Background: an optimization exercise with open tools, aiming at small area. Do not read the settings as production practice. In this exercise RTL edits were held to simulation tests only and were not proved equivalent to the original. No activity file was given, so power comes from the tool's default toggle rates.

File: run.sh
#!/bin/bash
# synth_recipe.tcl (not shown) runs the flow's synth.tcl, then flattens the netlist and writes it again
# the make line also repeats each setting of config.mk as NAME=value (left out here)
make -C /OpenROAD-flow-scripts/flow DESIGN_CONFIG=/design/flow/config.mk WORK_HOME=/design/flow/orfs CLKGATE_MAP_FILE= SYNTH_SCRIPT=/design/flow/synth_recipe.tcl finish
File: design.v
	module FIR #(parameter N=4, DATA_WIDTH=16) (
		 input wire clk,
		 input wire rst,
		 input wire valid,
		 input wire [DATA_WIDTH-1:0] sample,
		 output reg [DATA_WIDTH-1:0] result,
		 input wire we_coeff,
		 input wire [3:0] addr_coeff,
		 input wire [DATA_WIDTH-1:0] data_coeff_i,
		 input wire [3:0] rd_addr,
		 output wire [DATA_WIDTH-1:0] data_coeff_o
	);
		 reg signed [DATA_WIDTH-1:0] coeffs [0:N-1];
		 reg signed [DATA_WIDTH-1:0] samples [0:N-1];
		 reg signed [DATA_WIDTH*2-1:0] mult_stage [0:N-1];
		 reg signed [DATA_WIDTH*2-1:0] sum_stage [0:N-1];
		 integer i;
		 assign data_coeff_o = (rd_addr < N) ? coeffs[rd_addr[1:0]] : {DATA_WIDTH{1'b0}};
		 always @(posedge clk) begin
			  if (rst) begin
					for (i = 0; i < N; i = i + 1) begin
						 coeffs[i] <= 0;
						 samples[i] <= 0;
						 mult_stage[i] <= 0;
						 sum_stage[i] <= 0;
					end
					result <= 0;
			  end else begin
					if (we_coeff)
						 coeffs[addr_coeff] <= data_coeff_i;
					if (valid) begin
						 for (i = N-1; i > 0; i = i - 1)
							  samples[i] <= samples[i-1];
						 samples[0] <= sample;
					end
					for (i = 0; i < N; i = i + 1)
						 mult_stage[i] <= coeffs[i] * samples[i];
					sum_stage[0] <= mult_stage[0] + mult_stage[1];
					sum_stage[1] <= mult_stage[2] + mult_stage[3];
					sum_stage[2] <= sum_stage[0] + sum_stage[1];
					result <= sum_stage[2][DATA_WIDTH-1:0];
			  end
		 end
	endmodule
module wishbone #(parameter N=4, DATA_WIDTH=16) (
    input wire clk_i,
    input wire rst_i,
    input wire [3:0] adr_i,
    input wire [DATA_WIDTH-1:0] dat_i,
    output reg [DATA_WIDTH-1:0] dat_o,
    input wire we_i,
    input wire stb_i,
    input wire cyc_i,
    output reg ack_o,
    output reg we_coeff,
    output reg [3:0] addr_coeff,
    output wire [3:0] rd_addr,
    output reg [DATA_WIDTH-1:0] data_coeff_i,
    input wire [DATA_WIDTH-1:0] data_coeff_o,
    output reg valid,
    output reg [DATA_WIDTH-1:0] sample,
    input wire [DATA_WIDTH-1:0] result
);
assign rd_addr = adr_i;
always @(posedge clk_i or posedge rst_i) begin
    if (rst_i) begin
        ack_o <= 0;
        we_coeff <= 0;
        valid <= 0;
        addr_coeff <= 0;
        dat_o <= 0;
        sample <= 0;
        data_coeff_i <= 0;
    end else begin
        ack_o <= 0;
        we_coeff <= 0;
        valid <= 0;
        if (cyc_i && stb_i && !ack_o) begin
            ack_o <= 1;   
            addr_coeff <= adr_i;
            if (we_i) begin
                if (adr_i < N) begin
                    we_coeff <= 1;           
                    data_coeff_i <= dat_i;
                end else if (adr_i == N) begin
                    sample <= dat_i;         
                    valid <= 1;              
                end
            end else begin
                if (adr_i < N) begin
                    dat_o <= data_coeff_o;   
                end else if (adr_i == N + 1) begin
                    dat_o <= result;        
                end else begin
                    dat_o <= 0;              
                end
            end
        end
    end
end
endmodule
module fir_wishbone #(
    parameter N = 4,
    parameter DATA_WIDTH = 16
)(
    input  wire                  clk,
    input  wire                  rst,
    input  wire [3:0]            adr_i,
    input  wire [DATA_WIDTH-1:0] dat_i,
    output wire [DATA_WIDTH-1:0] dat_o,
    input  wire                  we_i,
    input  wire                  stb_i,
    input  wire                  cyc_i,
    output wire                  ack_o
);
    wire we_coeff;
    wire [3:0] addr_coeff, rd_addr;
    wire [DATA_WIDTH-1:0] data_coeff_i, data_coeff_o;
    wire valid;
    wire [DATA_WIDTH-1:0] sample, result;
    wishbone wb_inst (
        .clk_i(clk),
        .rst_i(rst),
        .adr_i(adr_i),
        .dat_i(dat_i),
        .dat_o(dat_o),
        .we_i(we_i),
        .stb_i(stb_i),
        .cyc_i(cyc_i),
        .ack_o(ack_o),
        .we_coeff(we_coeff),
        .addr_coeff(addr_coeff),
        .rd_addr(rd_addr),
        .data_coeff_i(data_coeff_i),
        .data_coeff_o(data_coeff_o),
        .valid(valid),
        .sample(sample),
        .result(result)
    );
    FIR fir_inst (
        .clk(clk),
        .rst(rst),
        .valid(valid),
        .sample(sample),
        .result(result),
        .we_coeff(we_coeff),
        .addr_coeff(addr_coeff),
        .rd_addr(rd_addr),
        .data_coeff_i(data_coeff_i),
        .data_coeff_o(data_coeff_o)
    );
endmodule
File: config.mk
export PLATFORM = sky130hd
export DESIGN_NAME = fir_wishbone
export DESIGN_NICKNAME = fir_wishbone
export VERILOG_FILES = /design/flow/design.v
export SDC_FILE = /design/flow/constraint.sdc
export NUM_CORES = 4
export LEC_CHECK = 0
export CAP_MARGIN = 20
export CORE_MARGIN = 2
export CORE_UTILIZATION = 40
export SLEW_MARGIN = 20
File: constraint.sdc
create_clock -name core_clock -period 10.0 [get_ports {clk}]
set_input_delay 2.0000 -clock core_clock [delete_from_list [all_inputs] [get_ports {clk}]]
set_output_delay 2.0000 -clock core_clock [all_outputs]
set_load 0.01 [all_outputs]
==> summary.txt <==
Status
  – Status: finished clean

Detailed routing
  – Final ANT Viol Nets: 0
  – Vias per inst: 4.909
  – Final WL: 74.18 mm
  – Pre-antenna DRT Iters: 5
  – Routed vias: 19650
  – Iter 0 DRT Violations: 1137
  – Drt wl/cell: 18.54 µm
  – DR DRC count: 0

Critical path
  – Critical path required time: 10.46 ns
  – Worst setup EP type: flip-flop
  – CP Class: flip-flop to flip-flop
  – R2R Setup Slk: 4.26 ns
  – CP startpoint kind: flip-flop
  – CP Max Fanout: 17
  – WP data arrival: 6.20 ns

Power and ir drop
  – Power, Total: 2.927 mW
  – VDD IR-drop max: 0.0001284 V
  – Static Leak: 14.54 nW
  – Pwr/cell area: 93.25 mW/mm²

CTS
  – Clock Latency Late Sink: 0.57 ns
  – H-tree Lvls: 2
  – CTS tree: done
  – Max clock buf depth: 3
  – CTS sink cnt: 309
  – Cts repair resizes: 0
  – TritonCTS Buffers: 36
  – Post-CTS Setup Bufs: 0
  – Clk root buf: clkbuf_16
  – Clk slew on worst S/H paths: 0.06 ns
  – # hold bufs at CTS: 0

Run
  – Maxcap violations: 0

STA
  – Final-report max-slew violation count: 0
  – Final setup violating endpoints: 0
  – Tcrit/Tclk final: 57.42%
  – Max Clock Freq: 174.1 MHz
  – Endpoints failing hold: 0
  – Fin Setup TNS: 0 ns
  – Final Skew: 0.02567 ns
  – Post-layout min period: 5.742 ns
  – Relative slew slack: 29.90%
  – RSZ-0062 raised after global routing: false
  – Worst-margin pin slew: 1.049 ns

Yosys
  – Area leader, netlist: fa_1
  – Sequential area share after synthesis: 24.56%
  – Post-synth top cells: inv_1 (507), nand2_1 (348), and2_1 (329)
  – EDFF count, synth: 64
  – Dominant cells by area after synthesis: fa_1 (22%), dfxtp_1 (13%), ha_1 (13%)
  – Asr flop ratio synth: 17.15%
  – Synthesis-stage register bit count: 309
  – Post-Syn Area: 0.02888 mm²
  – Synth top area share: 22.11%
  – Post-Syn Instances: 3051
  – Count leader, synth: inv_1
  – Syn_area_per_cell: 9.465 µm²
  – Post-Syn Nets: 3684
  – Number of synthesis warnings: 5
  – Post-synth top flop: dfxtp_1
  – Post-synth cell types: 64

GRT
  – Largest net degree at the start of global routing: 72
  – Initial antenna violation count: 0
  – First-pass GRT wire length: 117.3 mm
  – Total Routing Usage GR: 20.48%
  – Global route total overflow: 0
  – Vias in the first global route: 20130

Cells and area
  – Nets: 3657
  – Post-route insts no fill: 4002
  – Post-route cell area: 0.03139 mm²
  – Fraction of layout cells with a size suffix above 1: 4.685%
  – Fill cell count: 6926
  – P&R area growth vs syn: 8.687%
  – # diodes: 0
  – Layout Utilization: 43.91%

Die
  – I/O Pins: 42
  – DIE WIDTH: 272.7 µm
  – Area of the die: 0.07436 mm²
  – Initial core utilization: 40.40%
  – Die H: 272.7 µm
  – Core Box Area: 0.07149 mm²
  – Row cnt: 98

Min path
  – Hold WC Path Type: flip-flop to flip-flop

Placed design
  – IO Port Bufs: 41
  – Placed instance area: 0.03017 mm²
  – Inst Count DP: 3936
  – Final Wtd Congestion: 0.8616
  – Dpl hpwl: 56.27 mm
## layout by cell type, fill, tap and decap left out, drive strengths merged, types with 11 or more instances in the layout
cell	n
dfxtp	192
mux2	23
or2	11
edfxtp	64
a21o	24
mux4	16
o21a	17
fa	319
nand2b	22
nor2	183
nand2	348
xor2	53
a21oi	70
nor2b	52
ha	289
o21ai	20
and3	16
a22oi	16
clkbuf	49
inv	511
buf	16
mux2i	66
clkdlybuf4s50	40
nor3	27
dfrtp	53
and2	329
xnor2	128
## registers in the layout, indices dropped and copies added, names as in the netlist
signal and flops:
wb_inst.ack_o 1, wb_inst.data_coeff_i 16, wb_inst.dat_o 16, fir_inst.sum_stage 48
wb_inst.sample 16, wb_inst.valid 1, wb_inst.addr_coeff 2, fir_inst.mult_stage 64
fir_inst.coeffs 64, wb_inst.we_coeff 1, fir_inst.result 16, fir_inst.samples 64
## final timing paths
check	start	to	cells after the start
max in group asynchronous	rst	wb_inst.valid	3
worst max-delay path	fir_inst.samples[0][1]	fir_inst.mult_stage[0][14]	16
worst min-delay path	fir_inst.sum_stage[2][3]	fir_inst.result[3]	1
worst max register to register	fir_inst.samples[0][1]	fir_inst.mult_stage[0][14]	16
min in group asynchronous	rst	wb_inst.dat_o[6]	3
worst min register to register	fir_inst.sum_stage[2][3]	fir_inst.result[3]	1
## logic make-up after synthesis
group	count (synthesis)	synth area share, %
AO/OA/AOI/OAI	202	5.039
XOR/XNOR	185	5.801
adder cells (fa/ha/maj)	608	34.63
buffers and inverters	629	8.184
flip-flops	309	24.56
multiplexers	105	4.471
AND/OR/NAND/NOR	1013	17.31
## worst max-delay path, stage by stage (launching register included)
cell and delay, ns:
dfxtp_1 0.89, nand2_1 0.18, fa_1 0.54, fa_1 0.58, fa_1 0.46, fa_1 0.55, inv_1 0.05, fa_1 0.47
inv_1 0.05, fa_1 0.47, inv_1 0.04, ha_1 0.38, nand3_1 0.13, nor3_2 0.06, a2111oi_4 0.39, a21oi_2 0.11
mux2_4 0.30
## through the flow
step,setup slack [ns],hold slack [ns]
4_1_cts,4.294,0.4411
2_1_floorplan,4.616,0.4138
3_3_place_gp,4.384,0.4171
6_report,4.258,0.4388
3_5_place_dp,4.300,0.4240
5_1_grt,4.001,0.4478
## report_power, final
part	leakage, nW	switching (mW)	internal [mW]
Sequential	2.87	0.0845	1.32
Clock	0.589	0.562	0.808
Combinational	11.1	0.0800	0.0697
Total	14.5	0.726	2.20
## final cells by class
class	count	area, µm²	area share (%)
clock buffers	49	989.7	3.153
flip-flops and latches	309	7096	22.61
well taps	950	1189	3.787
repair buffers	56	536.8	1.710
multi-input cells	2113	19440	61.94
inverters	508	1908	6.079
clock inverters	17	226.5	0.7215
## layer usage
| metal | global-route usage [%] | share of wire [%] |
|---|---|---|
| met4 | 6.810 | 3.5 |
| met2 | 33.12 | 46 |
| met5 | 0 | 0 |
| met1 | 28.01 | 45 |
| met3 | 3.198 | 5.2 |

## separate check: timing with driven ports
How much do the figures lean on ideal ports? The routed layout below was timed once more, with nothing changed but the port constraints.
Step 1: set_driving_cell puts a clkbuf_16 on clk and a buf_2 on each other input, an assumption about the parent block.
Step 2 times the ports against the registers' clock, not the clock port: input delays grow and output delays shrink by t, the midpoint of the rising clock arrivals with the driver on.
Three values: no drivers, after step 1, after step 2; two values: the first two.
t (ns): 0.613
setup WS [ns]: 4.258 / 4.258 / 4.258
worst setup path after step 2: register to register
clock arrival spread, ns: 0.029 / 0.029
worst slew at a driven data input, ns: 0.09
After both steps setup and hold are still met in this run. The setup slack of this run moves by 0.000 ns with the drivers and by 0.000 ns with both steps.
